From an optimization exercise on the open Yosys and OpenROAD flow, aimed at a short achievable clock period and few clock cycles; shortcuts taken in it are not production practice. In this exercise RTL edits were held to simulation tests only and were not proved equivalent to the original.

==> flow/design.v, too long to show whole: its modules and the start of the top module <==
// module OR: 6 lines
// module MUX: 10 lines
// module MULS32: 1883 lines
// module REGISTER: 19 lines
// module MIPS: 500 lines
// module FETCH_NEXT: 51 lines
module MIPS(
    input wire clk,
    input wire rst,
    output wire [3:0] MemWrite,
    output wire MemRead,
    output wire [31:0] AddressBus,
    output wire [31:0] DataOut,
    input wire  [31:0] DataIn,
    output wire [31:0] ProgramCounter,
    input wire  [31:0] Instruction
);
  // ...
==> flow/flow/run.sh <==
#!/bin/bash
# Own layout flow: the standard synthesis unchanged, then the standard
# layout steps with two changes:
#  - a larger setup slack margin, so that the resizer's timing repair works
#    on the paths of the design (with the design's 110 ns clock the slack is
#    never negative and repair does nothing). The constraints (SDC) are
#    the standard flow's, unchanged.
#  - every port still gets its buffer, but a plain buffer cell instead of the
#    delay cell buffer_ports picks by default.
set -euo pipefail
MARGIN=${MARGIN:-87}
bash standard.sh synth > synth.log 2>&1
bash standard.sh SETUP_SLACK_MARGIN=$MARGIN \
    "BUFFER_PORTS_ARGS=-inputs -outputs -buffer_cell sky130_fd_sc_hd__buf_4" \
    finish > layout.log 2>&1
==> flow/standard.sh <==
#!/bin/bash
# synth_recipe.tcl (not shown) runs the flow's synth.tcl, then flattens the netlist and writes it again
# the make line also repeats each setting of config.mk as NAME=value (left out here)
make -C /OpenROAD-flow-scripts/flow DESIGN_CONFIG=/design/flow/config.mk WORK_HOME=/design/flow/orfs CLKGATE_MAP_FILE= SYNTH_SCRIPT=/design/flow/synth_recipe.tcl "${@:-finish}"
==> flow/config.mk <==
export PLATFORM = sky130hd
export DESIGN_NAME = MIPS
export DESIGN_NICKNAME = MIPS
export VERILOG_FILES = /design/flow/design.v
export SDC_FILE = /design/flow/constraint.sdc
export NUM_CORES = 4
export LEC_CHECK = 0
export CAP_MARGIN = 20
export CORE_MARGIN = 2
export CORE_UTILIZATION = 40
export SLEW_MARGIN = 20
export SYNTH_HIERARCHICAL = 1
==> flow/constraint.sdc <==
create_clock -name core_clock -period 110.0 [get_ports {clk}]
set_input_delay 22.0000 -clock core_clock [delete_from_list [all_inputs] [get_ports {clk}]]
set_output_delay 22.0000 -clock core_clock [all_outputs]
set_load 0.01 [all_outputs]
==> out/metrics.cfg, run 1 <==
[yosys]
netlist-cell-type-count = 132
muxShareOfSynthArea_pct = 4.20
synth_top_cells_by_count = 2918 x nand2_1, 2363 x edfxtp_1, 2230 x o21ai_0
synth_top_area_share_pct = 27.2
synth_adder_area_share_pct = 11.6
synth-edff-count = 2363
ys_seq_area_share_pct = 29.2
synth_xor_area_share_pct = 8.61
synth_compound_area_share_pct = 21.2
synth.most_common_cell = nand2_1
synth_area_leaders = edfxtp_1 27%, fa_1 7.0%, xnor2_1 6.0%
synthFlopType = edfxtp_1
yosysWarningCount = 42
yosys.area.top_type = edfxtp_1
async_flop_share_pct = 3.73

[status]
lastStage = global routing
error = [ERROR GRT-0116] Global routing finished with congestion. Check the congestion regions in the DRC Viewer.
outcome = aborted with a tool error

[floorplan]
die-width_um = 811
num_rows = 296
start_util_pct = 40.1
io_pins = 167

[cts]
clock_path_buffers = 4
cts_buffers = 331
postCtsSetupBuffers = 403

[placement]
dpl.hpwl_mm = 1650

[global_routing]
grt_max_degree = 82

Testbench counts, summed over its fixed seeds: cycles 219,970.
==> module MIPS, before the edit <==
module MIPS(
    input wire clk,
    input wire rst,
    output wire [3:0] MemWrite,
    output wire MemRead,
    output wire [31:0] AddressBus,
    output wire [31:0] DataOut,
    input wire  [31:0] DataIn,
    output wire [31:0] ProgramCounter,
    input wire  [31:0] Instruction
);
function [34:0] ks_add34;            
    input [33:0] a;
    input [33:0] b;
    input        cin;
    reg   [33:0] g, p, gg, pp;
    integer i, d;
    begin
        g  = a & b;
        p  = a ^ b;
        gg = g;
        pp = p;
        gg[0] = g[0] | (p[0] & cin);
        for (d = 1; d < 34; d = d * 2)
            for (i = 33; i >= d; i = i - 1) begin
                gg[i] = gg[i] | (pp[i] & gg[i-d]);
                pp[i] = pp[i] & pp[i-d];
            end
        ks_add34 = {gg[33], p ^ {gg[32:0], cin}};
    end
endfunction
reg  [31:0] pc;          
reg  [31:0] pc_n;        
reg         x_v;
reg  [31:0] ir;
reg  [31:0] x_pc;
reg  [31:0] rf [1:31];
reg  [31:0] bus_addr;
reg         bus_rd;
reg  [3:0]  bus_we;
reg  [31:0] bus_dout;
reg         m_v;         
reg  [4:0]  m_rd;
reg         m_lb;
reg  [1:0]  m_off;
reg         w_v;         
reg  [4:0]  w_rd;
reg         w_lb;
reg  [1:0]  w_off;
reg  [31:0] w_data;
reg  [31:0] hi, lo;
localparam NE = 4;
reg  [NE-1:0] jr_v, j_v;
reg  [31:0]   jr_tag [0:NE-1];
reg  [31:0]   j_tag  [0:NE-1];
reg  [15:0]   j_tgt  [0:NE-1];
reg  [NE-1:0] jal_v;
reg  [31:0]   jal_tag [0:NE-1];
reg  [15:0]   jal_tgt [0:NE-1];
localparam NB = 8;
reg  [NB-1:0] br_v;
reg  [31:0]   br_tag [0:NB-1];
reg  [1:0]    br_op  [0:NB-1];
reg  [4:0]    br_rs  [0:NB-1];
reg  [4:0]    br_rt  [0:NB-1];
reg  [31:0]   brt_tgt [0:NB-1];
localparam RS = 6;                       
localparam NC = (16 + RS - 1) / RS;      
localparam QW = 2 * RS * NC;             
reg         div_busy;
reg  [3:0]  div_cnt;
reg  [QW-1:0] div_q;
reg  [31:0] div_r, div_d, div_a;
reg  [33:0] div_d3;
reg         div_sq, div_sr, div_z;
assign ProgramCounter = pc;
assign AddressBus     = bus_addr;
assign MemRead        = bus_rd;
assign MemWrite       = bus_we;
assign DataOut        = bus_dout;
wire [31:0] pci = ~pc_n;
function jr_hit;
    input [31:0] a;
    integer e;
    begin
        jr_hit = 1'b0;
        for (e = 0; e < NE; e = e + 1)
            if (jr_v[e] && jr_tag[e] == a)
                jr_hit = 1'b1;
    end
endfunction
function [31:0] j_fold;              
    input [31:0] a;
    integer e;
    begin
        j_fold = a;
        for (e = 0; e < NE; e = e + 1)
            if (j_v[e] && j_tag[e] == a)
                j_fold = {14'b0, j_tgt[e], 2'b00};
    end
endfunction
function jal_hit;
    input [31:0] a;
    integer e;
    begin
        jal_hit = 1'b0;
        for (e = 0; e < NE; e = e + 1)
            if (jal_v[e] && jal_tag[e] == a)
                jal_hit = 1'b1;
    end
endfunction
function [15:0] jal_target;
    input [31:0] a;
    integer e;
    begin
        jal_target = 16'd0;
        for (e = 0; e < NE; e = e + 1)
            if (jal_v[e] && jal_tag[e] == a)
                jal_target = jal_tgt[e];
    end
endfunction
function br_hit;
    input [31:0] a;
    integer e;
    begin
        br_hit = 1'b0;
        for (e = 0; e < NB; e = e + 1)
            if (br_v[e] && br_tag[e] == a)
                br_hit = 1'b1;
    end
endfunction
function [43:0] br_info;             
    input [31:0] a;
    integer e;
    begin
        br_info = 44'd0;
        for (e = 0; e < NB; e = e + 1)
            if (br_v[e] && br_tag[e] == a)
                br_info = {br_op[e], br_rs[e], br_rt[e], brt_tgt[e]};
    end
endfunction
wire [5:0]  op   = ir[31:26];
wire [4:0]  rs_a = ir[25:21];
wire [4:0]  rt_a = ir[20:16];
wire [4:0]  rd_a = ir[15:11];
wire [4:0]  sh   = ir[10:6];
wire [5:0]  fn   = ir[5:0];
wire [15:0] imm  = ir[15:0];
wire is_r    = (op == 6'h00);
wire is_j    = (op == 6'h02) | (op == 6'h03);
wire is_jal  = (op == 6'h03);
wire is_br   = (op[5:2] == 4'b0001);
wire is_ld   = (op == 6'h23) | (op == 6'h20) | (op == 6'h24);
wire is_st   = (op == 6'h2b) | (op == 6'h29) | (op == 6'h28);
wire is_imm  = (op[5:3] == 3'b001);
wire r_jr    = is_r & (fn[5:1] == 5'b00100);
wire r_mul   = is_r & (fn[5:1] == 5'b01100);
wire r_div   = is_r & (fn[5:1] == 5'b01101);
wire r_mf    = is_r & ((fn == 6'h10) | (fn == 6'h12));
wire use_rs  = ~is_j;
wire use_rt  = is_r | is_st | (op == 6'h04) | (op == 6'h05);
wire [31:0] ld_val = w_lb ? {24'b0, w_data[{w_off, 3'b000} +: 8]} : w_data;
wire [31:0] rf_a = (rs_a == 5'd0) ? 32'd0 : rf[rs_a];
wire [31:0] rf_b = (rt_a == 5'd0) ? 32'd0 : rf[rt_a];
wire [31:0] A = (w_v && w_rd == rs_a) ? ld_val : rf_a;
wire [31:0] B = (w_v && w_rd == rt_a) ? ld_val : rf_b;
wire lu_stall = m_v & ((use_rs & (rs_a == m_rd)) | (use_rt & (rt_a == m_rd)));
wire mf_stall = r_mf & div_busy;
wire stall    = x_v & (lu_stall | mf_stall);
wire x_go     = x_v & ~stall;
wire [31:0] simm = {{16{imm[15]}}, imm};
wire [31:0] zimm = {16'b0, imm};
wire [31:0] sum_ab  = A + B;
wire [31:0] dif_ab  = A - B;
wire [31:0] sum_ai  = A + simm;
wire        slt_ab  = ($signed(A) < $signed(B));
wire        sltu_ab = (A < B);
wire        slt_ai  = ($signed(A) < $signed(simm));
wire [31:0] sll_c = B << sh;
wire [31:0] srl_c = B >> sh;
wire        vbig  = |B[31:5];
wire [31:0] sll_v = vbig ? 32'd0 : (A << B[4:0]);
wire [31:0] srl_v = vbig ? 32'd0 : (A >> B[4:0]);
reg [31:0] r_res;
always @(*) begin
    case (fn)
        6'h20, 6'h21: r_res = sum_ab;
        6'h22, 6'h23: r_res = dif_ab;
        6'h24:        r_res = A & B;
        6'h25:        r_res = A | B;
        6'h26:        r_res = A ^ B;
        6'h27:        r_res = ~(A | B);
        6'h2a:        r_res = {31'b0, slt_ab};
        6'h2b:        r_res = {31'b0, sltu_ab};
        6'h00:        r_res = sll_c;
        6'h02, 6'h03: r_res = srl_c;
        6'h04:        r_res = sll_v;
        6'h06, 6'h07: r_res = srl_v;
        6'h08, 6'h09: r_res = A;
        6'h10:        r_res = hi;
        6'h12:        r_res = lo;
        default:      r_res = 32'd0;
    endcase
end
reg [31:0] i_res;
always @(*) begin
    case (op[2:0])
        3'b000, 3'b001: i_res = sum_ai;
        3'b010:         i_res = {31'b0, slt_ai};
        3'b100:         i_res = A & zimm;
        3'b101:         i_res = A | zimm;
        3'b110:         i_res = A ^ zimm;
        3'b111:         i_res = {imm, 16'b0};
        default:        i_res = 32'd0;
    endcase
end
wire [31:0] x_pc4 = x_pc + 32'd4;
wire [4:0]  x_dst = is_r ? rd_a : is_jal ? 5'd31 : rt_a;
wire        x_wr  = is_r | is_imm | is_jal;
wire [31:0] x_res = is_r ? r_res : is_jal ? x_pc4 : i_res;
wire        x_we  = x_go & x_wr & (x_dst != 5'd0);
wire        x_ldw = x_v & is_ld;
wire [63:0] product;
MULS32 mul (.a(A), .b(B), .p(product));
reg br_t;
always @(*) begin
    case (op[1:0])
        2'b00: br_t = (A == B);
        2'b01: br_t = (A != B);
        2'b10: br_t = A[31] | (A == 32'd0);
        2'b11: br_t = ~A[31] & (A != 32'd0);
    endcase
end
wire [31:0] br_tgt = x_pc4 + {{16{imm[13]}}, imm[13:0], 2'b00};
wire        r31_unk = ((x_ldw & (rt_a == 5'd31)) | (m_v & (m_rd == 5'd31))) &
                      ~(x_wr & (x_dst == 5'd31));
wire [31:0] r31_aft = (x_wr & (x_dst == 5'd31)) ? x_res :
                      (w_v & (w_rd == 5'd31)) ? ld_val : rf[31];
wire [43:0] xb      = br_info(x_pc4);
wire [1:0]  xb_op   = xb[43:42];
wire [4:0]  xb_rs   = xb[41:37];
wire [4:0]  xb_rt   = xb[36:32];
wire [31:0] xb_tgt  = xb[31:0];
function post_unk;
    input [4:0] r;
    begin
        post_unk = (r != 5'd0) & ~(x_wr & (x_dst == r)) &
                   ((x_ldw & (rt_a == r)) | (m_v & (m_rd == r)));
    end
endfunction
function [31:0] post_val;
    input [4:0] r;
    begin
        post_val = (r == 5'd0) ? 32'd0 :
                   (x_wr & (x_dst == r)) ? x_res :
                   (w_v & (w_rd == r)) ? ld_val : rf[r];
    end
endfunction
wire [31:0] xb_a    = post_val(xb_rs);
wire [31:0] xb_b    = post_val(xb_rt);
wire        xb_unk  = post_unk(xb_rs) | post_unk(xb_rt);
reg         xb_t;
always @(*) begin
    case (xb_op)
        2'b00: xb_t = (xb_a == xb_b);
        2'b01: xb_t = (xb_a != xb_b);
        2'b10: xb_t = xb_a[31] | (xb_a == 32'd0);
        2'b11: xb_t = ~xb_a[31] & (xb_a != 32'd0);
    endcase
end
wire        xh_jr   = jr_hit(x_pc4);
wire        xh_jal  = jal_hit(x_pc4);
wire        xh_br   = br_hit(x_pc4);
wire [31:0] x_pc8   = x_pc + 32'd8;
wire [31:0] x_seq   = xh_jr  ? (r31_unk ? x_pc4 : j_fold(r31_aft)) :
                      xh_jal ? {14'b0, jal_target(x_pc4), 2'b00} :
                      xh_br  ? (xb_unk ? x_pc4 : xb_t ? xb_tgt : x_pc8) :
                               j_fold(x_pc4);
wire [31:0] x_npc  = is_j ? {14'b0, imm, 2'b00} :
                     r_jr ? j_fold(A) :
                     (is_br & br_t) ? br_tgt : x_seq;
wire redirect = x_go & (x_npc != pci);
wire jal_fold = x_go & xh_jal & ~is_j & ~r_jr & ~(is_br & br_t);
wire [31:0] x_addr = A + zimm;
wire [3:0]  st_mask = (op == 6'h2b) ? 4'b1111 :
                      (op == 6'h29) ? 4'b0011 :
                      (4'b0001 << x_addr[1:0]);
wire [31:0] st_data = (op == 6'h2b) ? B :
                      (op == 6'h29) ? {B[15:0], B[15:0]} :
                      {4{B[7:0]}};
wire        xz    = (x_res == 32'd0);
wire        lz    = (ld_val == 32'd0);
reg  [31:0] fz, fle, fgt;
integer j;
always @(*) begin
    fz[0] = 1'b1; fle[0] = 1'b1; fgt[0] = 1'b0;
    for (j = 1; j < 32; j = j + 1) begin
        if (x_v & x_wr & (x_dst == j)) begin
            fz[j] = xz; fle[j] = x_res[31] | xz; fgt[j] = ~(x_res[31] | xz);
        end else if ((x_ldw & (rt_a == j)) | (m_v & (m_rd == j))) begin
            fz[j] = 1'b0; fle[j] = 1'b0; fgt[j] = 1'b1;
        end else if (w_v & (w_rd == j)) begin
            fz[j] = lz; fle[j] = ld_val[31] | lz; fgt[j] = ~(ld_val[31] | lz);
        end else begin
            fz[j]  = (rf[j] == 32'd0);
            fle[j] = rf[j][31] | (rf[j] == 32'd0);
            fgt[j] = ~(rf[j][31] | (rf[j] == 32'd0));
        end
    end
end
wire [31:0] pc4  = pci + 32'd4;
wire [31:0] rf31 = rf[31];
wire [43:0] fb    = br_info(pc4);
wire [4:0]  fb_rs = fb[41:37];
wire [4:0]  fb_rt = fb[36:32];
reg         fb_t;
always @(*) begin
    case (fb[43:42])
        2'b00: fb_t = (fb_rs == fb_rt) | ((fb_rt == 5'd0) & fz[fb_rs]);
        2'b01: fb_t = (fb_rs != fb_rt) & ~((fb_rt == 5'd0) & fz[fb_rs]);
        2'b10: fb_t = fle[fb_rs];
        2'b11: fb_t = fgt[fb_rs];
    endcase
end
wire [31:0] pc8  = pci + 32'd8;
wire [31:0] f_seq_pc = jr_hit(pc4)  ? j_fold(rf31) :
                       jal_hit(pc4) ? {14'b0, jal_target(pc4), 2'b00} :
                       br_hit(pc4)  ? (fb_t ? fb[31:0] : pc8) :
                                      j_fold(pc4);
wire [31:0] f_jr_pc  = j_fold(rf31);
wire        hold   = redirect | stall;
wire [31:0] pc_nxt;
FETCH_NEXT fetch_next (
    .fi(Instruction),
    .pc4(pc4),
    .seq_pc(f_seq_pc),
    .jr_pc(f_jr_pc),
    .fz(fz),
    .fle(fle),
    .fgt(fgt),
    .hold(hold),
    .hold_pc(redirect ? x_npc : pci),
    .pc_nxt(pc_nxt)
);
always @(posedge clk or posedge rst) begin
    if (rst) begin
        pc   <= 32'd0;
        pc_n <= 32'hFFFF_FFFF;
        x_v  <= 1'b0;
    end else begin
        pc   <= pc_nxt;
        pc_n <= ~pc_nxt;
        x_v  <= ~redirect & (x_v | ~stall);
    end
end
always @(posedge clk) begin
    if (!stall) begin
        ir   <= Instruction;
        x_pc <= pci;
    end
end
integer k;
always @(posedge clk) begin
    for (k = 1; k < 32; k = k + 1) begin
        if (jal_fold && k == 31)
            rf[k] <= x_pc8;
        else if (x_we && x_dst == k)
            rf[k] <= x_res;
        else if (w_v && w_rd == k)
            rf[k] <= ld_val;
    end
end
wire learn_jr = x_go & is_r & (fn == 6'h08) & (rs_a == 5'd31) & (rt_a == 5'd0) & (rd_a == 5'd0);
wire learn_j  = x_go & (op == 6'h02);
wire learn_jal = x_go & is_jal;
wire learn_br  = x_go & is_br;
wire [1:0] x_ix = x_pc[3:2];
wire [2:0] x_ib = x_pc[4:2];
always @(posedge clk or posedge rst) begin
    if (rst) begin
        jr_v  <= {NE{1'b0}};
        j_v   <= {NE{1'b0}};
        jal_v <= {NE{1'b0}};
        br_v  <= {NB{1'b0}};
    end else begin
        if (learn_jr) jr_v[x_ix] <= 1'b1;
        if (learn_j)  j_v[x_ix]  <= 1'b1;
        if (learn_jal) jal_v[x_ix] <= 1'b1;
        if (learn_br)  br_v[x_ib]  <= 1'b1;
    end
end
always @(posedge clk) begin
    if (learn_jr) jr_tag[x_ix] <= x_pc;
    if (learn_j) begin
        j_tag[x_ix] <= x_pc;
        j_tgt[x_ix] <= imm;
    end
    if (learn_jal) begin
        jal_tag[x_ix] <= x_pc;
        jal_tgt[x_ix] <= imm;
    end
    if (learn_br) begin
        br_tag[x_ib] <= x_pc;
        br_op[x_ib]  <= op[1:0];
        br_rs[x_ib]  <= rs_a;
        br_rt[x_ib]  <= rt_a;
        brt_tgt[x_ib] <= br_tgt;
    end
end
always @(posedge clk or posedge rst) begin
    if (rst) begin
        bus_rd <= 1'b0;
        bus_we <= 4'b0;
        m_v    <= 1'b0;
        w_v    <= 1'b0;
    end else begin
        bus_rd <= x_go & is_ld;
        bus_we <= (x_go & is_st) ? st_mask : 4'b0;
        m_v    <= x_go & is_ld & (rt_a != 5'd0) & ~(jal_fold & (rt_a == 5'd31));
        w_v    <= m_v & ~(x_we & (x_dst == m_rd)) & ~(jal_fold & (m_rd == 5'd31));
    end
end
always @(posedge clk) begin
    bus_addr <= x_addr;
    bus_dout <= st_data;
    if (x_go & is_ld) begin
        m_rd  <= rt_a;
        m_lb  <= (op != 6'h23);
        m_off <= x_addr[1:0];
    end
    w_rd     <= m_rd;
    w_lb     <= m_lb;
    w_off    <= m_off;
    w_data   <= DataIn;
end
reg [QW-1:0] dq;
reg [31:0] dr;
reg [33:0] dx;
reg [34:0] d1, d2, d3;
integer s;
always @(*) begin
    dq = div_q;
    dr = div_r;
    for (s = 0; s < RS; s = s + 1) begin
        dx = {dr, dq[QW-1:QW-2]};
        d1 = ks_add34(dx, ~{2'b00, div_d}, 1'b1);
        d2 = ks_add34(dx, ~{1'b0, div_d, 1'b0}, 1'b1);
        d3 = ks_add34(dx, ~div_d3, 1'b1);
        if (d3[34]) begin
            dr = d3[31:0]; dq = {dq[QW-3:0], 2'b11};
        end else if (d2[34]) begin
            dr = d2[31:0]; dq = {dq[QW-3:0], 2'b10};
        end else if (d1[34]) begin
            dr = d1[31:0]; dq = {dq[QW-3:0], 2'b01};
        end else begin
            dr = dx[31:0]; dq = {dq[QW-3:0], 2'b00};
        end
    end
end
wire div_last = div_busy & (div_cnt == NC - 1);
wire x_md = x_go & (r_mul | r_div);
wire [31:0] abs_b = B[31] ? -B : B;
always @(posedge clk or posedge rst) begin
    if (rst) begin
        div_busy <= 1'b0;
        div_cnt  <= 4'd0;
    end else begin
        if (x_md) begin
            div_busy <= r_div;
            div_cnt  <= 4'd0;
        end else if (div_busy) begin
            div_cnt <= div_cnt + 4'd1;
            if (div_last)
                div_busy <= 1'b0;
        end
    end
end
always @(posedge clk) begin
    if (x_go & r_div) begin
        div_q  <= {{(QW-32){1'b0}}, (A[31] ? -A : A)};
        div_r  <= 32'd0;
        div_d  <= abs_b;
        div_d3 <= {2'b00, abs_b} + {1'b0, abs_b, 1'b0};
        div_a  <= A;
        div_sq <= A[31] ^ B[31];
        div_sr <= A[31];
        div_z  <= (B == 32'd0);
    end else if (div_busy) begin
        div_q <= dq;
        div_r <= dr;
    end
    if (x_go & r_mul) begin
        hi <= product[63:32];
        lo <= product[31:0];
    end else if (div_last) begin
        lo <= div_z ? 32'hFFFF_FFFF : div_sq ? -dq[31:0] : dq[31:0];
        hi <= div_z ? div_a : div_sr ? -dr : dr;
    end
end
endmodule
==> module FETCH_NEXT, before the edit <==
module FETCH_NEXT (
    input  wire [31:0] fi,
    input  wire [31:0] pc4,
    input  wire [31:0] seq_pc,
    input  wire [31:0] jr_pc,
    input  wire [31:0] fz,
    input  wire [31:0] fle,
    input  wire [31:0] fgt,
    input  wire        hold,
    input  wire [31:0] hold_pc,
    output wire [31:0] pc_nxt
);
function [13:0] ks_add14;
    input [13:0] a;
    input [13:0] b;
    reg   [13:0] g, p, gg, pp;
    integer i, d;
    begin
        g  = a & b;
        p  = a ^ b;
        gg = g;
        pp = p;
        for (d = 1; d < 14; d = d * 2)
            for (i = 13; i >= d; i = i - 1) begin
                gg[i] = gg[i] | (pp[i] & gg[i-d]);
                pp[i] = pp[i] & pp[i-d];
            end
        ks_add14 = p ^ {gg[12:0], 1'b0};
    end
endfunction
wire [5:0]  fop  = fi[31:26];
wire [4:0]  frs  = fi[25:21];
wire [4:0]  frt  = fi[20:16];
wire f_j    = (fop[5:1] == 5'b00001);
wire f_jr   = (fop == 6'h00) & (fi[5:1] == 5'b00100);
wire f_br   = (fop[5:2] == 4'b0001);
wire f_eq   = (frs == frt);
wire f_rt0  = (frt == 5'd0);
wire f_z    = f_rt0 & fz[frs];
wire f_bt   = f_br & (((fop[1:0] == 2'b00) & (f_eq | f_z)) |
                      ((fop[1:0] == 2'b01) & ~f_eq & ~f_z) |
                      ((fop[1:0] == 2'b10) & fle[frs]) |
                      ((fop[1:0] == 2'b11) & fgt[frs]));
wire f_seq  = ~(f_j | f_jr | f_bt);
wire [31:0] f_btgt = {pc4[31:16], ks_add14(pc4[15:2], fi[13:0]), pc4[1:0]};
wire [31:0] f_npc = ({32{f_j}}   & {14'b0, fi[15:0], 2'b00}) |
                    ({32{f_jr}}  & jr_pc) |
                    ({32{f_bt}}  & f_btgt) |
                    ({32{f_seq}} & seq_pc);
assign pc_nxt = hold ? hold_pc : f_npc;
endmodule
==> run 2, diff against run 1 <==
--- a/flow/design.v
+++ b/flow/design.v
@@ -1952,8 +1952,7 @@
         ks_add34 = {gg[33], p ^ {gg[32:0], cin}};
     end
 endfunction
-reg  [31:0] pc;          
-reg  [31:0] pc_n;        
+reg  [31:0] pc;
 reg         x_v;
 reg  [31:0] ir;
 reg  [31:0] x_pc;
@@ -1977,16 +1976,6 @@
 reg  [31:0]   jr_tag [0:NE-1];
 reg  [31:0]   j_tag  [0:NE-1];
 reg  [15:0]   j_tgt  [0:NE-1];
-reg  [NE-1:0] jal_v;
-reg  [31:0]   jal_tag [0:NE-1];
-reg  [15:0]   jal_tgt [0:NE-1];
-localparam NB = 8;
-reg  [NB-1:0] br_v;
-reg  [31:0]   br_tag [0:NB-1];
-reg  [1:0]    br_op  [0:NB-1];
-reg  [4:0]    br_rs  [0:NB-1];
-reg  [4:0]    br_rt  [0:NB-1];
-reg  [31:0]   brt_tgt [0:NB-1];
 localparam RS = 6;                       
 localparam NC = (16 + RS - 1) / RS;      
 localparam QW = 2 * RS * NC;             
@@ -2001,7 +1990,7 @@
 assign MemRead        = bus_rd;
 assign MemWrite       = bus_we;
 assign DataOut        = bus_dout;
-wire [31:0] pci = ~pc_n;
+wire [31:0] pci = pc;
 function jr_hit;
     input [31:0] a;
     integer e;
@@ -2022,46 +2011,6 @@
                 j_fold = {14'b0, j_tgt[e], 2'b00};
     end
 endfunction
-function jal_hit;
-    input [31:0] a;
-    integer e;
-    begin
-        jal_hit = 1'b0;
-        for (e = 0; e < NE; e = e + 1)
-            if (jal_v[e] && jal_tag[e] == a)
-                jal_hit = 1'b1;
-    end
-endfunction
-function [15:0] jal_target;
-    input [31:0] a;
-    integer e;
-    begin
-        jal_target = 16'd0;
-        for (e = 0; e < NE; e = e + 1)
-            if (jal_v[e] && jal_tag[e] == a)
-                jal_target = jal_tgt[e];
-    end
-endfunction
-function br_hit;
-    input [31:0] a;
-    integer e;
-    begin
-        br_hit = 1'b0;
-        for (e = 0; e < NB; e = e + 1)
-            if (br_v[e] && br_tag[e] == a)
-                br_hit = 1'b1;
-    end
-endfunction
-function [43:0] br_info;             
-    input [31:0] a;
-    integer e;
-    begin
-        br_info = 44'd0;
-        for (e = 0; e < NB; e = e + 1)
-            if (br_v[e] && br_tag[e] == a)
-                br_info = {br_op[e], br_rs[e], br_rt[e], brt_tgt[e]};
-    end
-endfunction
 wire [5:0]  op   = ir[31:26];
 wire [4:0]  rs_a = ir[25:21];
 wire [4:0]  rt_a = ir[20:16];
@@ -2159,51 +2108,12 @@
                       ~(x_wr & (x_dst == 5'd31));
 wire [31:0] r31_aft = (x_wr & (x_dst == 5'd31)) ? x_res :
                       (w_v & (w_rd == 5'd31)) ? ld_val : rf[31];
-wire [43:0] xb      = br_info(x_pc4);
-wire [1:0]  xb_op   = xb[43:42];
-wire [4:0]  xb_rs   = xb[41:37];
-wire [4:0]  xb_rt   = xb[36:32];
-wire [31:0] xb_tgt  = xb[31:0];
-function post_unk;
-    input [4:0] r;
-    begin
-        post_unk = (r != 5'd0) & ~(x_wr & (x_dst == r)) &
-                   ((x_ldw & (rt_a == r)) | (m_v & (m_rd == r)));
-    end
-endfunction
-function [31:0] post_val;
-    input [4:0] r;
-    begin
-        post_val = (r == 5'd0) ? 32'd0 :
-                   (x_wr & (x_dst == r)) ? x_res :
-                   (w_v & (w_rd == r)) ? ld_val : rf[r];
-    end
-endfunction
-wire [31:0] xb_a    = post_val(xb_rs);
-wire [31:0] xb_b    = post_val(xb_rt);
-wire        xb_unk  = post_unk(xb_rs) | post_unk(xb_rt);
-reg         xb_t;
-always @(*) begin
-    case (xb_op)
-        2'b00: xb_t = (xb_a == xb_b);
-        2'b01: xb_t = (xb_a != xb_b);
-        2'b10: xb_t = xb_a[31] | (xb_a == 32'd0);
-        2'b11: xb_t = ~xb_a[31] & (xb_a != 32'd0);
-    endcase
-end
-wire        xh_jr   = jr_hit(x_pc4);
-wire        xh_jal  = jal_hit(x_pc4);
-wire        xh_br   = br_hit(x_pc4);
-wire [31:0] x_pc8   = x_pc + 32'd8;
-wire [31:0] x_seq   = xh_jr  ? (r31_unk ? x_pc4 : j_fold(r31_aft)) :
-                      xh_jal ? {14'b0, jal_target(x_pc4), 2'b00} :
-                      xh_br  ? (xb_unk ? x_pc4 : xb_t ? xb_tgt : x_pc8) :
-                               j_fold(x_pc4);
+wire [31:0] x_seq   = jr_hit(x_pc4) ? (r31_unk ? x_pc4 : j_fold(r31_aft)) :
+                                      j_fold(x_pc4);
 wire [31:0] x_npc  = is_j ? {14'b0, imm, 2'b00} :
                      r_jr ? j_fold(A) :
                      (is_br & br_t) ? br_tgt : x_seq;
 wire redirect = x_go & (x_npc != pci);
-wire jal_fold = x_go & xh_jal & ~is_j & ~r_jr & ~(is_br & br_t);
 wire [31:0] x_addr = A + zimm;
 wire [3:0]  st_mask = (op == 6'h2b) ? 4'b1111 :
                       (op == 6'h29) ? 4'b0011 :
@@ -2212,44 +2122,9 @@
                       (op == 6'h29) ? {B[15:0], B[15:0]} :
                       {4{B[7:0]}};
 wire        xz    = (x_res == 32'd0);
-wire        lz    = (ld_val == 32'd0);
-reg  [31:0] fz, fle, fgt;
-integer j;
-always @(*) begin
-    fz[0] = 1'b1; fle[0] = 1'b1; fgt[0] = 1'b0;
-    for (j = 1; j < 32; j = j + 1) begin
-        if (x_v & x_wr & (x_dst == j)) begin
-            fz[j] = xz; fle[j] = x_res[31] | xz; fgt[j] = ~(x_res[31] | xz);
-        end else if ((x_ldw & (rt_a == j)) | (m_v & (m_rd == j))) begin
-            fz[j] = 1'b0; fle[j] = 1'b0; fgt[j] = 1'b1;
-        end else if (w_v & (w_rd == j)) begin
-            fz[j] = lz; fle[j] = ld_val[31] | lz; fgt[j] = ~(ld_val[31] | lz);
-        end else begin
-            fz[j]  = (rf[j] == 32'd0);
-            fle[j] = rf[j][31] | (rf[j] == 32'd0);
-            fgt[j] = ~(rf[j][31] | (rf[j] == 32'd0));
-        end
-    end
-end
 wire [31:0] pc4  = pci + 32'd4;
 wire [31:0] rf31 = rf[31];
-wire [43:0] fb    = br_info(pc4);
-wire [4:0]  fb_rs = fb[41:37];
-wire [4:0]  fb_rt = fb[36:32];
-reg         fb_t;
-always @(*) begin
-    case (fb[43:42])
-        2'b00: fb_t = (fb_rs == fb_rt) | ((fb_rt == 5'd0) & fz[fb_rs]);
-        2'b01: fb_t = (fb_rs != fb_rt) & ~((fb_rt == 5'd0) & fz[fb_rs]);
-        2'b10: fb_t = fle[fb_rs];
-        2'b11: fb_t = fgt[fb_rs];
-    endcase
-end
-wire [31:0] pc8  = pci + 32'd8;
-wire [31:0] f_seq_pc = jr_hit(pc4)  ? j_fold(rf31) :
-                       jal_hit(pc4) ? {14'b0, jal_target(pc4), 2'b00} :
-                       br_hit(pc4)  ? (fb_t ? fb[31:0] : pc8) :
-                                      j_fold(pc4);
+wire [31:0] f_seq_pc = jr_hit(pc4) ? j_fold(rf31) : j_fold(pc4);
 wire [31:0] f_jr_pc  = j_fold(rf31);
 wire        hold   = redirect | stall;
 wire [31:0] pc_nxt;
@@ -2258,9 +2133,10 @@
     .pc4(pc4),
     .seq_pc(f_seq_pc),
     .jr_pc(f_jr_pc),
-    .fz(fz),
-    .fle(fle),
-    .fgt(fgt),
+    .xk(x_v & x_wr & (x_dst != 5'd0)),
+    .xd(x_dst),
+    .xz(xz),
+    .xle(x_res[31] | xz),
     .hold(hold),
     .hold_pc(redirect ? x_npc : pci),
     .pc_nxt(pc_nxt)
@@ -2268,11 +2144,9 @@
 always @(posedge clk or posedge rst) begin
     if (rst) begin
         pc   <= 32'd0;
-        pc_n <= 32'hFFFF_FFFF;
         x_v  <= 1'b0;
     end else begin
         pc   <= pc_nxt;
-        pc_n <= ~pc_nxt;
         x_v  <= ~redirect & (x_v | ~stall);
     end
 end
@@ -2285,9 +2159,7 @@
 integer k;
 always @(posedge clk) begin
     for (k = 1; k < 32; k = k + 1) begin
-        if (jal_fold && k == 31)
-            rf[k] <= x_pc8;
-        else if (x_we && x_dst == k)
+        if (x_we && x_dst == k)
             rf[k] <= x_res;
         else if (w_v && w_rd == k)
             rf[k] <= ld_val;
@@ -2295,21 +2167,14 @@
 end
 wire learn_jr = x_go & is_r & (fn == 6'h08) & (rs_a == 5'd31) & (rt_a == 5'd0) & (rd_a == 5'd0);
 wire learn_j  = x_go & (op == 6'h02);
-wire learn_jal = x_go & is_jal;
-wire learn_br  = x_go & is_br;
 wire [1:0] x_ix = x_pc[3:2];
-wire [2:0] x_ib = x_pc[4:2];
 always @(posedge clk or posedge rst) begin
     if (rst) begin
-        jr_v  <= {NE{1'b0}};
-        j_v   <= {NE{1'b0}};
-        jal_v <= {NE{1'b0}};
-        br_v  <= {NB{1'b0}};
+        jr_v <= {NE{1'b0}};
+        j_v  <= {NE{1'b0}};
     end else begin
         if (learn_jr) jr_v[x_ix] <= 1'b1;
         if (learn_j)  j_v[x_ix]  <= 1'b1;
-        if (learn_jal) jal_v[x_ix] <= 1'b1;
-        if (learn_br)  br_v[x_ib]  <= 1'b1;
     end
 end
 always @(posedge clk) begin
@@ -2318,17 +2183,6 @@
         j_tag[x_ix] <= x_pc;
         j_tgt[x_ix] <= imm;
     end
-    if (learn_jal) begin
-        jal_tag[x_ix] <= x_pc;
-        jal_tgt[x_ix] <= imm;
-    end
-    if (learn_br) begin
-        br_tag[x_ib] <= x_pc;
-        br_op[x_ib]  <= op[1:0];
-        br_rs[x_ib]  <= rs_a;
-        br_rt[x_ib]  <= rt_a;
-        brt_tgt[x_ib] <= br_tgt;
-    end
 end
 always @(posedge clk or posedge rst) begin
     if (rst) begin
@@ -2339,8 +2193,8 @@
     end else begin
         bus_rd <= x_go & is_ld;
         bus_we <= (x_go & is_st) ? st_mask : 4'b0;
-        m_v    <= x_go & is_ld & (rt_a != 5'd0) & ~(jal_fold & (rt_a == 5'd31));
-        w_v    <= m_v & ~(x_we & (x_dst == m_rd)) & ~(jal_fold & (m_rd == 5'd31));
+        m_v    <= x_go & is_ld & (rt_a != 5'd0);
+        w_v    <= m_v & ~(x_we & (x_dst == m_rd));
     end
 end
 always @(posedge clk) begin
@@ -2356,30 +2210,23 @@
     w_off    <= m_off;
     w_data   <= DataIn;
 end
-reg [QW-1:0] dq;
-reg [31:0] dr;
-reg [33:0] dx;
-reg [34:0] d1, d2, d3;
-integer s;
-always @(*) begin
-    dq = div_q;
-    dr = div_r;
-    for (s = 0; s < RS; s = s + 1) begin
-        dx = {dr, dq[QW-1:QW-2]};
-        d1 = ks_add34(dx, ~{2'b00, div_d}, 1'b1);
-        d2 = ks_add34(dx, ~{1'b0, div_d, 1'b0}, 1'b1);
-        d3 = ks_add34(dx, ~div_d3, 1'b1);
-        if (d3[34]) begin
-            dr = d3[31:0]; dq = {dq[QW-3:0], 2'b11};
-        end else if (d2[34]) begin
-            dr = d2[31:0]; dq = {dq[QW-3:0], 2'b10};
-        end else if (d1[34]) begin
-            dr = d1[31:0]; dq = {dq[QW-3:0], 2'b01};
-        end else begin
-            dr = dx[31:0]; dq = {dq[QW-3:0], 2'b00};
-        end
-    end
-end
+wire [QW-1:0] dqs [0:RS];
+wire [31:0]   drs [0:RS];
+assign dqs[0] = div_q;
+assign drs[0] = div_r;
+genvar gs;
+generate
+    for (gs = 0; gs < RS; gs = gs + 1) begin : dstep
+        DIV4STEP step (
+            .d(div_d), .d3(div_d3),
+            .r(drs[gs]), .qin(dqs[gs][QW-1:QW-2]),
+            .r_out(drs[gs+1]), .q(dqs[gs+1][1:0])
+        );
+        assign dqs[gs+1][QW-1:2] = dqs[gs][QW-3:0];
+    end
+endgenerate
+wire [QW-1:0] dq = dqs[RS];
+wire [31:0]   dr = drs[RS];
 wire div_last = div_busy & (div_cnt == NC - 1);
 wire x_md = x_go & (r_mul | r_div);
 wire [31:0] abs_b = B[31] ? -B : B;
@@ -2421,14 +2268,50 @@
     end
 end
 endmodule
+module DIV4STEP (
+    input  wire [31:0] d,
+    input  wire [33:0] d3,
+    input  wire [31:0] r,
+    input  wire [1:0]  qin,
+    output wire [31:0] r_out,
+    output wire [1:0]  q
+);
+function [34:0] ks_add34;            
+    input [33:0] a;
+    input [33:0] b;
+    input        cin;
+    reg   [33:0] g, p, gg, pp;
+    integer i, k;
+    begin
+        g  = a & b;
+        p  = a ^ b;
+        gg = g;
+        pp = p;
+        gg[0] = g[0] | (p[0] & cin);
+        for (k = 1; k < 34; k = k * 2)
+            for (i = 33; i >= k; i = i - 1) begin
+                gg[i] = gg[i] | (pp[i] & gg[i-k]);
+                pp[i] = pp[i] & pp[i-k];
+            end
+        ks_add34 = {gg[33], p ^ {gg[32:0], cin}};
+    end
+endfunction
+wire [33:0] x  = {r, qin};
+wire [34:0] s1 = ks_add34(x, ~{2'b00, d}, 1'b1);
+wire [34:0] s2 = ks_add34(x, ~{1'b0, d, 1'b0}, 1'b1);
+wire [34:0] s3 = ks_add34(x, ~d3, 1'b1);
+assign q     = s3[34] ? 2'b11 : s2[34] ? 2'b10 : s1[34] ? 2'b01 : 2'b00;
+assign r_out = s3[34] ? s3[31:0] : s2[34] ? s2[31:0] : s1[34] ? s1[31:0] : x[31:0];
+endmodule
 module FETCH_NEXT (
     input  wire [31:0] fi,
     input  wire [31:0] pc4,
     input  wire [31:0] seq_pc,
     input  wire [31:0] jr_pc,
-    input  wire [31:0] fz,
-    input  wire [31:0] fle,
-    input  wire [31:0] fgt,
+    input  wire        xk,       
+    input  wire [4:0]  xd,       
+    input  wire        xz,
+    input  wire        xle,
     input  wire        hold,
     input  wire [31:0] hold_pc,
     output wire [31:0] pc_nxt
@@ -2459,11 +2342,16 @@
 wire f_br   = (fop[5:2] == 4'b0001);
 wire f_eq   = (frs == frt);
 wire f_rt0  = (frt == 5'd0);
-wire f_z    = f_rt0 & fz[frs];
+wire hx     = xk & (frs == xd);
+wire f_rs0  = (frs == 5'd0);
+wire z_rs   = hx ? xz  : f_rs0;
+wire le_rs  = hx ? xle : f_rs0;
+wire gt_rs  = hx ? ~xle : ~f_rs0;
+wire f_z    = f_rt0 & z_rs;
 wire f_bt   = f_br & (((fop[1:0] == 2'b00) & (f_eq | f_z)) |
                       ((fop[1:0] == 2'b01) & ~f_eq & ~f_z) |
-                      ((fop[1:0] == 2'b10) & fle[frs]) |
-                      ((fop[1:0] == 2'b11) & fgt[frs]));
+                      ((fop[1:0] == 2'b10) & le_rs) |
+                      ((fop[1:0] == 2'b11) & gt_rs));
 wire f_seq  = ~(f_j | f_jr | f_bt);
 wire [31:0] f_btgt = {pc4[31:16], ks_add14(pc4[15:2], fi[13:0]), pc4[1:0]};
 wire [31:0] f_npc = ({32{f_j}}   & {14'b0, fi[15:0], 2'b00}) |
--- a/flow/config.mk
+++ b/flow/config.mk
@@ -7,6 +7,7 @@
 export LEC_CHECK = 0
 export CAP_MARGIN = 20
 export CORE_MARGIN = 2
-export CORE_UTILIZATION = 40
+export CORE_UTILIZATION = 30
+export PLACE_DENSITY = 0.5
 export SLEW_MARGIN = 20
 export SYNTH_HIERARCHICAL = 1
==> run 2 against run 1 <==
Effect of this change:
- now fails the layout checks on antenna violations
- synthesized cell count down 20%
- synthesized area down 22%
==> out/metrics.cfg, run 2 <==
[floorplan]
die-width_um = 827  ; was 811 um
start_util_pct = 30.1  ; was 40.1%
io_pins = 167  ; unchanged
die_h_um = 827  ; was 811 um
coreArea_mm2 = 0.675
die_area_mm2 = 0.683
num_rows = 302  ; was 296

[critical_path]
end_kind = primary output
critPathLaunch = pc[2]$_DFF_PP0_
r2r_slack_ps = 87550
path_depth = 2
cpMaxStageDelayCell = dfrtp_2
rr_worst_depth = 86
slowest_delay_ps = 410
cp_max_fo = 3
r2r-start = div_d[0]$_DFFE_PP_
r2r-end = hi[30]$_DFFE_PP_
crit_type = register to primary output
worstPathRequired_ps = 88000
critical_path.cell_chain = buf_12, buf_6
worstPathArrival_ps = 1750
cp_num_buf_inv = 2
endpoint = ProgramCounter[2]
cp-start-kind = register
crit_family = flip-flops

[yosys]
netlist-cell-type-count = 132  ; unchanged
ys_seq_area_share_pct = 25.4  ; was 29.2%
synthFlopType = edfxtp_1  ; unchanged
synth_top_area_share_pct = 23.4  ; was 27.2%
yosysWarningCount = 44  ; was 42
synth_top_cells_by_count = 2590 x nand2_1, 1721 x o21ai_0, 1679 x inv_1  ; was 2918 x nand2_1, 2363 x edfxtp_1, 2230 x o21ai_0
ys_ff_latch = 1772  ; was 2600
synth.most_common_cell = nand2_1  ; unchanged
yosys.area.top_type = edfxtp_1  ; unchanged
async_flop_share_pct = 2.99  ; was 3.73%
synth-edff-count = 1579  ; was 2363
synth_area_mm2 = 0.203  ; was 0.261 mm^2
syn_area_per_cell_um2 = 8.34  ; was 8.61 um^2
synth_area_leaders = edfxtp_1 23%, fa_1 9.1%, ha_1 5.9%  ; was edfxtp_1 27%, fa_1 7.0%, xnor2_1 6.0%
postSynthCellCount = 24400  ; was 30300

[cells_and_area]
n_fill_cell = 70300
areaGrowthSynthToFinish_pct = 14.0
drive_gt1_share_pct = 12.5
reg_top3 = rf (992), j_tag (128), jr_tag (128)
utilization_pct = 34.3
design_area_mm2 = 0.232
nNetsFinal = 26200
layout_commonest_cell = nand2_1
regArea_mm2 = 0.0517
layout_common_cells = 2532 x nand2_1, 1663 x o21ai_0, 1658 x inv_1
multi_input_area_mm2 = 0.141
largest_reg_flops = 992
regMostFlops = rf

[global_routing]
grt_pass1_vias = 203000
use_met3_pct = 15.6
grt_max_degree = 92
use_met1_pct = 49.7
use_met2_pct = 56.8
antenna_found_initial = 239
busiest_layer = met2
grt_usage_pct = 40.7
gr-total-overflow = 0
grt_pass1_wl_mm = 1900

[status]
outcome = complete, but fails checks  ; was aborted with a tool error
check.faults = antenna violations

[sta]
max_freq_mhz = 42.1
finalHoldViolCount = 0
slew_headroom_pct = 6.21
final.setup_skew_ps = 278
grt_setup_unrepaired = true
fin_crit_sh_pct = 21.6
layout_min_cycle_time_ps = 23750
finalSetupViolCount = 0
tightest_slew_ps = 1410
final.setup.tns_ps = 0
whs_ps = 316
slew_violations = 0

[drt]
drt_pass1_iterations = 15
first_iter_violations = 37500
wl_mm = 1450
vias = 221000
vias_per_cell = 6.60
postRouteAntennaNets = 1
drc = 0
drt-wirelength-per-cell_um = 43.3

[cts]
clock_latency_ps = 1170
cts.sinks = 1772  ; was 2600
htree_levels = 4  ; was 5
cts_buffers = 228  ; was 331
path_clk_slew_ps = 70
root_buffer = clkbuf_16  ; unchanged
clock_path_buffers = 4  ; unchanged
cts_tree = done

[placement]
place_congestion = 1.09  ; was 1.37
dpl_cell_area_mm2 = 0.220  ; was 0.282 mm^2
port_buffers = 166  ; unchanged
dpl.hpwl_mm = 1040  ; was 1650 mm

[flow_run]
maxCapViolCount = 0

[worst_hold_path]
hold_path.class = register to register

[run 2: cells by family (layout without fill, tap and decap cells)]
logic type / after synthesis / after routing / share of synthesized area [%]
other cells: 0 / 190 / 0
xor+xnor: 1729 / 1730 / 7.86
buf+inv: 3579 / 3630 / 6.86
flops: 1772 / 1772 / 25.4
simple gates: 8410 / 8410 / 20.9
mux: 472 / 472 / 2.60
fa+ha+maj: 1882 / 1882 / 15.0
compound gates: 6516 / 6517 / 21.4
[run 2: area by class of cell]
cell class	instances	share of cell area [%]
multi-input cells	19000	61.0
diodes	190	0.205
flip-flops and latches	1772	22.3
clock inverters	130	0.661
clock buffers	287	2.65
repair buffers	1492	5.51
inverters	1721	2.80
well taps	8968	4.85
[run 2: modules after synthesis, one instance, submodules excluded]
module,flip-flops and latches,cells inside
MIPS,1772,15200
DIV4STEP,0,891
MULS32,0,3525
FETCH_NEXT,0,305
[run 2: stage by stage]
| stage | std cells | setup slack, ps |
|---|---|---|
| finish | 33600 | 86250 |
| global route | 33400 | 86260 |
| CTS | 33300 | 86250 |
| detailed placement | 32800 | 83800 |
| global placement | 32800 | 83730 |
| floorplan | 24400 | 86130 |
[run 2: repair_timing]
action                     in CTS  in global routing
hold buffers                    0                  0
pin swaps                      42                 61
setup endpoints to repair     220                182
buffers inserted               83                 50
resized for setup             378                170
gates cloned                    7                  6
[run 2: layer usage]
| layer | up-vias | wire length, um |
|---|---|---|
| met4 | 100 | 144000 |
| met5 | - | 784 |
| li1 | 87700 | - |
| met3 | 5458 | 193000 |
| met2 | 18900 | 576000 |
| met1 | 109000 | 539000 |
[run 2: how the worst min path moves through the flow]
stage / start / end / slack [ps] / depth (start not counted)
finish: m_off[0]$_DFFE_PP_ / w_off[0]$_DFF_P_ / 320 / 0
global route: m_off[0]$_DFFE_PP_ / w_off[0]$_DFF_P_ / 350 / 0
CTS: m_off[0]$_DFFE_PP_ / w_off[0]$_DFF_P_ / 330 / 0
detailed placement: m_lb$_DFFE_PP_ / w_lb$_DFF_P_ / 330 / 0
global placement: m_off[1]$_DFFE_PP_ / w_off[1]$_DFF_P_ / 330 / 0
floorplan: m_lb$_DFFE_PP_ / w_lb$_DFF_P_ / 320 / 0
Testbench counts of run 2, summed over its fixed seeds: cycles 233,147.

## what the ideal ports hide
In the flow no input, the clock included, has a driving cell. The finished layout below was timed again as built, in two steps. Step 1 assumes that a clkbuf_16 drives the clock port and a buf_2 every other input. Step 2 times the ports against the registers' clock, not the clock port: input delays grow and output delays shrink by t, the midpoint of the rising clock arrivals with the driver on. a / b / c = ideal / step 1 / step 2; a / b = the first two.
run: run 2
shift t [ns]: 1.188
setup WS [ns]: 86.252 / 86.094 / 85.313
worst slew at a driven data input, ns: 0.08
The setup slack of run 2 moves by -0.158 ns with the drivers and by -0.939 ns with both steps.
